Source: an optimization exercise on an open RTL-to-GDS flow (aim: a short achievable clock period and few clock cycles). Production flows keep margins and buffers that such runs may drop.
Function was not checked in any run shown here: the RTL went through the layout flow alone.
No activity file was given, so power comes from the tool's default toggle rates.

## flow/design.v (module list and top-level ports; edited modules follow where they fit)
// module mul_stage1: 778 lines
// module mul_stage2: 220 lines
// module MIPSProcessor: 202 lines
module MIPSProcessor (
    input    wire               clk, rst,
    output   wire    [31:0]     imem_addr,
    input    wire    [31:0]     imem_rdata,
    output   wire    [31:0]     dmem_addr,
    output   wire    [31:0]     dmem_wdata,
    output   wire               dmem_we,
    input    wire    [31:0]     dmem_rdata
);
  // ...
==> flow/flow/run.sh <==
#!/bin/bash
# The standard layout, with two changes:
# - timing repair aims past the 12 ns clock: repair_timing treats any path
#   with less than SETUP_SLACK_MARGIN of slack as failing, so it keeps
#   sizing and buffering the longest paths;
# - no full/half adder cells (ADDER_MAP_FILE empty): the multiplier's
#   carry-save tree is mapped to plain gates, which are faster here.
# Registers are untouched: synthesis is otherwise the standard flow's own.
set -euo pipefail
bash standard.sh SETUP_SLACK_MARGIN=8.3 ADDER_MAP_FILE= finish > standard_flow.log 2>&1
==> flow/standard.sh <==
#!/bin/bash
# synth_recipe.tcl (not shown) runs the flow's synth.tcl, then flattens the netlist and writes it again
# the make line also repeats each setting of config.mk as NAME=value (left out here)
make -C /OpenROAD-flow-scripts/flow DESIGN_CONFIG=/design/flow/config.mk WORK_HOME=/design/flow/orfs CLKGATE_MAP_FILE= SYNTH_SCRIPT=/design/flow/synth_recipe.tcl "${@:-finish}"
==> flow/config.mk <==
export PLATFORM = sky130hd
export DESIGN_NAME = MIPSProcessor
export DESIGN_NICKNAME = MIPSProcessor
export VERILOG_FILES = /design/flow/design.v
export SDC_FILE = /design/flow/constraint.sdc
export NUM_CORES = 8
export LEC_CHECK = 0
export ABC_CLOCK_PERIOD_IN_PS = 1000
export CAP_MARGIN = 20
export CELL_PAD_IN_SITES_DETAIL_PLACEMENT = 1
export CELL_PAD_IN_SITES_GLOBAL_PLACEMENT = 1
export CORE_MARGIN = 2
export CORE_UTILIZATION = 50
export CTS_BUF_LIST = sky130_fd_sc_hd__clkbuf_16
export CTS_CLUSTER_DIAMETER = 100
export CTS_CLUSTER_SIZE = 25
export SETUP_SLACK_MARGIN = 5
export SLEW_MARGIN = 20
==> flow/constraint.sdc <==
create_clock -name core_clock -period 12.0 [get_ports {clk}]
set_input_delay 2.4000 -clock core_clock [delete_from_list [all_inputs] [get_ports {clk}]]
set_output_delay 2.4000 -clock core_clock [all_outputs]
set_load 0.01 [all_outputs]
==> results.cfg, run 1 <==
[final_layout]
largest_register_ffs = 1024
stdcell_count = 9837
nNonClkBuffers = 780
final_common_cell = edfxtp_1
regArea_mm2 = 0.04508

[yosys]
synth_xor_area_frac = 0.09696
synthAdderAreaFrac = 0.02456

[setup_path]
cpMostUsedCell = xor3_2
crit_chain = maj3_2, xor3_2, xor3_2, xor2_2, nand4b_1, or3_4, nand2b_4, a21oi_4, nor3_4, or4b_4, a311oi_2, a311o_2, clkinvlp_4
critPathRequiredTime_ns = 12.60
worstReg2RegStart = mulRowsM[68]
endpoint_kind = flip-flop
crit_slowest_cell = or4b_4
start_kind = flip-flop
critPathArrivalTime_ns = 5.32
path_buf_inv = 1
path_class = flip-flop to flip-flop

[power_and_ir_drop]
power_mw = 11.59
power_frac_clock = 0.293
power_density_mw_per_mm2 = 107.8

[route]
routed_wl_um = 348200
antenna_left = 0
dr.first_iter.drc_count = 6876

[die]
fp.dieH_um = 432.3

[sta]
fmax_mhz = 211.8
setup_viol = 0
rsz0062_at_grt = yes

[clock_network]
cts_buffers = 82
htree_levels = 3
cts_tree = done
clk_transition_reported_paths_ns = 0.11

[hold_path]
hold_class = flip-flop to flip-flop

[status]
outcome = finished clean
==> inputs of run 2 (changes only) <==
--- a/flow/config.mk
+++ b/flow/config.mk
@@ -5,7 +5,7 @@
 export SDC_FILE = /design/flow/constraint.sdc
 export NUM_CORES = 8
 export LEC_CHECK = 0
-export ABC_CLOCK_PERIOD_IN_PS = 1000
+export ABC_CLOCK_PERIOD_IN_PS = 2000
 export CAP_MARGIN = 20
 export CELL_PAD_IN_SITES_DETAIL_PLACEMENT = 1
 export CELL_PAD_IN_SITES_GLOBAL_PLACEMENT = 1
==> run 2 against run 1 <==
- total power is the same
- first-iteration DRC count is the same
- maximum frequency is the same
- highest routed layer unchanged
- wire length is the same
- die area is the same
- clock-buffer cell count is the same
- utilization is the same
- flip-flop and latch count is the same
==> results.cfg, run 2 <==
[status]
outcome = finished clean

[route]
dr.first_iter.drc_count = 6876
vias_per_cell = 6.768
drt_first_pass_iters = 6
routed_wl_um = 348200
antenna_left = 0
routedWlPerCell_um = 35.40
detailroute.via_count = 66580
drc = 0

[final_layout]
syn2layout_area_growth_pct = 17.20
nFillCells = 17380
final_common_cell = edfxtp_1
final_util = 0.5883
reg_top3 = rf: 1024 flops, mulRowsM: 167 flops
largest_register = rf
largest_register_ffs = 1024
fin_nets = 7450
drive_gt1_frac = 0.3310
most-common-layout-cells = edfxtp_1 (1088), mux4_2 (660), xnor2_1 (507)

[setup_path]
critPathArrivalTime_ns = 5.32
crit_chain = maj3_2, xor3_2, xor3_2, xor2_2, nand4b_1, or3_4, nand2b_4, a21oi_4, nor3_4, or4b_4, a311oi_2, a311o_2, clkinvlp_4
worstReg2RegStart = mulRowsM[68]
path_class = flip-flop to flip-flop
max_stage_delay_ns = 0.56
start_kind = flip-flop
critical_path.max_fanout = 5
endpoint_kind = flip-flop
crit_slowest_cell = or4b_4
worstSetupStartpoint = mulRowsM[68]
cpMostUsedCell = xor3_2
critPathRequiredTime_ns = 12.60

[sta]
maxSlewViolCount = 0
setup_viol = 0
slew_headroom = 0.1524
fin_setup_tns_ns = 0
layout_min_cycle_time_ns = 4.721
fin_ws_ns = 7.279
fin_crit_sh = 0.3934
hold_violations = 0
fmax_mhz = 211.8
rsz0062_at_grt = yes
worstMarginPinSlew_ns = 1.271
fin_skew_ns = 0.05303

[yosys]
syn-cell-area_mm2 = 0.09170
syn_nets = 7107
synth_most_common_cell = edfxtp_1
yosysTopAreaCell = edfxtp_1
avgSynthCellArea_um2 = 13.02
synth_seq_area_share = 0.4888
synth_common_cells = edfxtp_1 (1088), mux4_2 (660), nor2_1 (559), dfxtp_1 (552), xnor2_1 (549)
synth_top_cell_area_share = 0.3563
ys_ff_latch = 1684
syn_inst = 7041
synthTopCellsByArea = edfxtp_1 (36%), mux4_2 (16%), dfxtp_1 (12%)
synthFlopType = edfxtp_1
ys_warn_count = 1
synth_edf_count = 1088
synth.distinct_cells = 114
async_flop_share = 0.02613

[power_and_ir_drop]
vdd_drop_max_v = 0.0001569
p_leak_nw = 36.55
power_density_mw_per_mm2 = 107.8

[grt]
grt_max_degree = 107
grt_overflow = 0
grt_pass1_wl_um = 485000
grt_pass1_vias = 66340
antenna_found_initial = 16
grt_usage = 0.3614

[placement]
gp_congestion = 0.9239
port_buffers = 162
place_ws_ns = 5.836
dp_hpwl_um = 219400

[die]
pin_count = 163
fp.dieH_um = 432.3
rows = 157
dieArea_mm2 = 0.1868
start_util = 0.5019
die_w_um = 432.3
core_area_mm2 = 0.1827

[clock_network]
cts_max_path_buffers = 3
root_buffer = clkbuf_16
cts_buffers = 82
cts_hold_buf = 0
cts_tree = done
worstSkewPairLatency_ns = 0.80
clk_transition_reported_paths_ns = 0.11
cts_sinks = 1684
htree_levels = 3

[hold_path]
hold_class = flip-flop to flip-flop
min-delay-start = pc4D[1]

[run]
max-cap-violations = 0
==> run 2: cell counts after synthesis <==
Identical to the previous run, type by type.
==> run 2: per-stage QoR <==
step	hold WS (ns)	power, mW	cells	instance area (um^2)
finish	0.3717	11.59	9837	107500
global route	0.3942	11.87	9837	107500
CTS	0.3806	11.47	9676	104200
detailed placement	0.3654	8.002	9269	96810
global placement	0.3549	7.978	9263	96750
floorplan	0.3476	7.432	7041	92020
==> run 2: kinds of logic (layout without fill, tap and decap cells) <==
kind of cell               Yosys count  after routing  share of synthesized area
DFF                               1684           1684                     0.4888
and+or+nand+nor                   1332           1333                    0.06790
AOI/OAI and AO/OA                 1194           1194                    0.09199
muxes                             1004           1004                     0.2018
xor gates and xnor gates           940            941                    0.09696
buffers and inverters              663           1071                    0.02797
adders and majority gates          224            224                    0.02456
other                                0              1                          0
==> run 2: layer usage <==
metal | vias to the layer above | part of all wire | GRT usage | wire length, um
met5 | - | 0.00026 | 0 | 90
met4 | 14 | 0.061 | 0.1781 | 21120
met3 | 789 | 0.074 | 0.05232 | 25660
met2 | 3022 | 0.49 | 0.6097 | 170400
met1 | 35110 | 0.38 | 0.4567 | 131000
li1 | 27640 | - | - | -
==> run 2: layout make-up <==
class / count / area, um^2 / share of cell area
antenna: 1 / 2.502 / 0.00002329
clock buffer: 83 / 2077 / 0.01933
clock inverter: 68 / 538.0 / 0.005006
inverter: 139 / 565.5 / 0.005262
multi-input combinational: 4696 / 48650 / 0.4527
sequential: 1684 / 45080 / 0.4195
tap: 2385 / 2984 / 0.02777
timing repair buffer: 780 / 7567 / 0.07041
timing repair inverter: 1 / 7.507 / 0.00006986
==> run 2: path summary, 6_finish.rpt <==
| kind | to | slack (ns) | cells past startpoint |
|---|---|---|---|
| hold / removal | tgtE[1] | 0.37 | 0 |
| setup / recovery | resW[31] | 7.28 | 13 |
| setup reg to reg | resW[31] | 7.28 | 13 |
| hold reg to reg | tgtE[1] | 0.37 | 0 |
| min in group asynchronous | rfv[27] | 1.80 | 2 |
| max in group asynchronous | ldM | 9.58 | 2 |
==> run 2: worst max-delay path, delay by kind of cell, from the launching register on <==
kind / cells / cell delay [ns]
adder cells (fa/ha/maj): 1 / 0.33
buffers and inverters: 1 / 0.31
flip-flops: 1 / 0.35
AO/OA/AOI/OAI: 3 / 0.82
AND/OR/NAND/NOR: 5 / 1.46
XOR/XNOR: 3 / 1.24
==> run 2: where the power goes <==
group          switching [mW]  internal (mW)
Clock                    2.05           1.35
Sequential              0.268           6.33
Combinational           0.853          0.736
Total                    3.17           8.42
==> run 2: repair_timing <==
item | in CTS | in global routing
gates cloned | 12 | 8
pin swaps | 168 | 224
buffers inserted | 244 | 150
endpoints found under the setup margin | 558 | 291
gates resized for setup | 1098 | 421
==> inputs of run 3 (changes only) <==
==> flow/flow/run.sh (replaced) <==
#!/bin/bash
# The standard layout, with timing repair aiming past the 12 ns clock:
# repair_timing treats any path with less than SETUP_SLACK_MARGIN of slack
# as failing, so it keeps sizing and buffering the longest paths.
set -euo pipefail
bash standard.sh SETUP_SLACK_MARGIN=8.3 finish > standard_flow.log 2>&1
--- a/flow/config.mk
+++ b/flow/config.mk
@@ -5,7 +5,7 @@
 export SDC_FILE = /design/flow/constraint.sdc
 export NUM_CORES = 8
 export LEC_CHECK = 0
-export ABC_CLOCK_PERIOD_IN_PS = 2000
+export ABC_CLOCK_PERIOD_IN_PS = 3000
 export CAP_MARGIN = 20
 export CELL_PAD_IN_SITES_DETAIL_PLACEMENT = 1
 export CELL_PAD_IN_SITES_GLOBAL_PLACEMENT = 1
==> run 3 against run 2 <==
- critical path depth grew 3
- maximum frequency grew 3.7%
- synthesized cell count shrank 5.6%
==> results.cfg, run 3 <==
[status]
outcome = finished clean

[power_and_ir_drop]
p_leak_nw = 37.96
power_frac_clock = 0.287
switching_share = 0.2754
vdd_drop_max_v = 0.0001505
p_switching_mw = 3.217
power_density_mw_per_mm2 = 111.3
p_int_mw = 8.466
p_seq_frac = 0.570
p_comb_frac = 0.143

[setup_path]
critPathRequiredTime_ns = 12.64
endpoint_kind = flip-flop
cpMostUsedCell = a21o_1
critPathArrivalTime_ns = 5.19
path_class = flip-flop to flip-flop
max_stage_delay_ns = 0.58
critical_path.max_fanout = 10
crit_slowest_cell = fa_2
crit_chain = inv_1, fa_1, fa_1, inv_1, fa_2, ha_4, a21o_1, a21o_1, a21o_1, a31oi_1, o21ai_1, or3_1, a31oi_2, a21oi_4, buf_4, a21oi_4
start_kind = flip-flop

[final_layout]
final_util = 0.5871
final_common_cell = edfxtp_1
most-common-layout-cells = edfxtp_1 (1088), mux4_2 (659), dfxtp_1 (435)
largest_register_ffs = 1024
syn2layout_area_growth_pct = 16.53
largest_register = rf
fin_nets = 7362
reg_top3 = rf: 1024 flops, mulRowsM: 167 flops
drive_gt1_frac = 0.3242

[sta]
whs_ns = 0.3831
fin_crit_sh = 0.3792
fin_skew_ns = 0.05328
setup_viol = 0
fin_setup_tns_ns = 0
rsz0062_at_grt = yes
hold_violations = 0
maxSlewViolCount = 0
fmax_mhz = 219.8
worstMarginPinSlew_ns = 1.200
slew_headroom = 0.1917
layout_min_cycle_time_ns = 4.550

[yosys]
async_flop_share = 0.02613
synth.distinct_cells = 97
synth_most_common_cell = edfxtp_1
syn_inst = 6645
ys_warn_count = 1
syn_nets = 7076
syn-cell-area_mm2 = 0.09008
synthTopCellsByArea = edfxtp_1 (36%), mux4_2 (16%), dfxtp_1 (12%)
yosysTopAreaCell = edfxtp_1
synth_seq_area_share = 0.4976
ys_ff_latch = 1684
synth_top_cell_area_share = 0.3627
synthFlopType = edfxtp_1
synth_edf_count = 1088
avgSynthCellArea_um2 = 13.56
synth_common_cells = edfxtp_1 (1088), mux4_2 (659), dfxtp_1 (552), inv_1 (361), clkbuf_1 (344)

[die]
fp.dieH_um = 428.5
dieArea_mm2 = 0.1836
core_area_mm2 = 0.1788
rows = 155
pin_count = 163
start_util = 0.5038
die_w_um = 428.5

[hold_path]
hold_class = flip-flop to flip-flop

[grt]
grt_usage = 0.3692
grt_pass1_wl_um = 486700
grt_pass1_vias = 65060
grt_max_degree = 77
grt_overflow = 0
antenna_found_initial = 10

[clock_network]
cts_tree = done
htree_levels = 3
cts_hold_buf = 0
cts_sinks = 1684
clk_transition_reported_paths_ns = 0.10
cts_max_path_buffers = 3
worstSkewPairLatency_ns = 0.79
cts_buffers = 82
root_buffer = clkbuf_16

[route]
drc = 0
detailroute.via_count = 63220
routed_wl_um = 346800
vias_per_cell = 6.756
drt_first_pass_iters = 5
dr.first_iter.drc_count = 6647
routedWlPerCell_um = 37.06
antenna_left = 0

[placement]
dp_hpwl_um = 215700
port_buffers = 162
gp_congestion = 0.9239

[run]
max-cap-violations = 0
==> run 3: changes by cell type after synthesis, moves of 189 or more <==
cell | previous run | this run
fa_1 | 0 | 200
inv_1 | 135 | 361
maj3_1 | 216 | 0
nor2_1 | 559 | 319
xnor2_1 | 549 | 330
xor2_1 | 346 | 157
==> run 3: worst paths after layout <==
check | startpoint | end | slack, ns | depth (start not counted)
worst max-delay path | mulRowsM[121] | sdM[31] | 7.45 | 16
worst min-delay path | pc4D[1] | tgtE[1] | 0.38 | 0
worst max register to register | mulRowsM[121] | sdM[31] | 7.45 | 16
worst min register to register | pc4D[1] | tgtE[1] | 0.38 | 0
max in group asynchronous | rst | rfv[29] | 9.30 | 3
min in group asynchronous | rst | ldM | 1.63 | 2
==> run 3: cell families after synthesis <==
family	after synthesis	share of synthesized area
flops	1684	0.4976
compound gates	1242	0.09385
simple gates	996	0.05077
mux	991	0.2037
buf+inv	880	0.03943
xor+xnor	487	0.04735
fa+ha+maj	365	0.06736
==> run 3: cell type report <==
class | count | area [um^2]
multi-input cells | 4084 | 45850
repair buffers | 713 | 7116
flip-flops and latches | 1684 | 45090
clock buffers | 84 | 2102
clock inverters | 65 | 437.9
inverters | 366 | 1416
fillers | 16800 | 73840
well taps | 2355 | 2947
diodes | 6 | 15.01
==> run 3: layer usage <==
metal | GRT usage | vias up | routed length [um]
met5 | 0 | - | 34
met4 | 0.2021 | 6 | 22080
met3 | 0.06792 | 868 | 27730
met2 | 0.6020 | 2994 | 167200
met1 | 0.4686 | 33550 | 129800
li1 | - | 25800 | -
==> run 3: power groups by stage <==
stage          Sequential, mW  Clock [mW]  Combinational [mW]
6_report                 6.65        3.36                1.67
5_1_grt                  6.67        3.57                1.75
4_1_cts                  6.64        3.40                1.54
3_5_place_dp             6.78           0                1.38
3_3_place_gp             6.77           0                1.37
2_1_floorplan            6.62           0               0.913
==> run 3: through the flow <==
step           area, um^2  total power [mW]  setup WS [ns]  cells
2_1_floorplan       90630             7.537          7.583   6645
3_3_place_gp        95060             8.140          6.602   8837
3_5_place_dp        95080             8.161          6.682   8837
4_1_cts            102100             11.57          7.470   9201
5_1_grt            105000             11.99          7.348   9353
6_report           105000             11.68          7.450   9357
==> run 3: timing repair <==
action                                   CTS  global route
buffers inserted                         195           141
resized for setup                       1078           360
gates cloned                              20             9
pin swaps                                128           154
endpoints found under the setup margin   569           273
==> run 3: critical path, delay by kind of cell, from the launching register on <==
kind / cells / cell delay [ns]
and+or+nand+nor: 1 / 0.37
DFF: 1 / 0.33
buffers and inverters: 3 / 0.29
adders and majority gates: 4 / 1.86
AOI/OAI and AO/OA: 8 / 1.58

[afterwards: timing with drivers on the ports]
The results above use ideal ports. As a check the final layouts listed here were re-extracted and re-timed, cells and wires unchanged. Step 1 (the two cells are an assumption about what drives the block):
set clk [get_ports {clk}]
set_driving_cell -lib_cell sky130_fd_sc_hd__clkbuf_16 $clk
set_driving_cell -lib_cell sky130_fd_sc_hd__buf_2 [delete_from_list [all_inputs] $clk]
Step 2 times the ports against the registers' clock, not the clock port: input delays grow and output delays shrink by t, the midpoint of the rising clock arrivals with the driver on. Slacks: no drivers / after step 1 / after step 2; pairs: no drivers / after step 1.
run | t, ns | setup WS [ns] | latest minus earliest clock arrival (ns) | slew at the worst register clock pin (ns)
run 1 | 0.863 | 7.279 / 7.279 / 6.596 | 0.055 / 0.055 | 0.11 / 0.11
run 2 | 0.863 | 7.279 / 7.279 / 6.596 | 0.055 / 0.055 | 0.11 / 0.11
run 3 | 0.859 | 7.450 / 7.450 / 7.211 | 0.055 / 0.055 | 0.12 / 0.12
After both steps setup and hold are still met in every run listed.
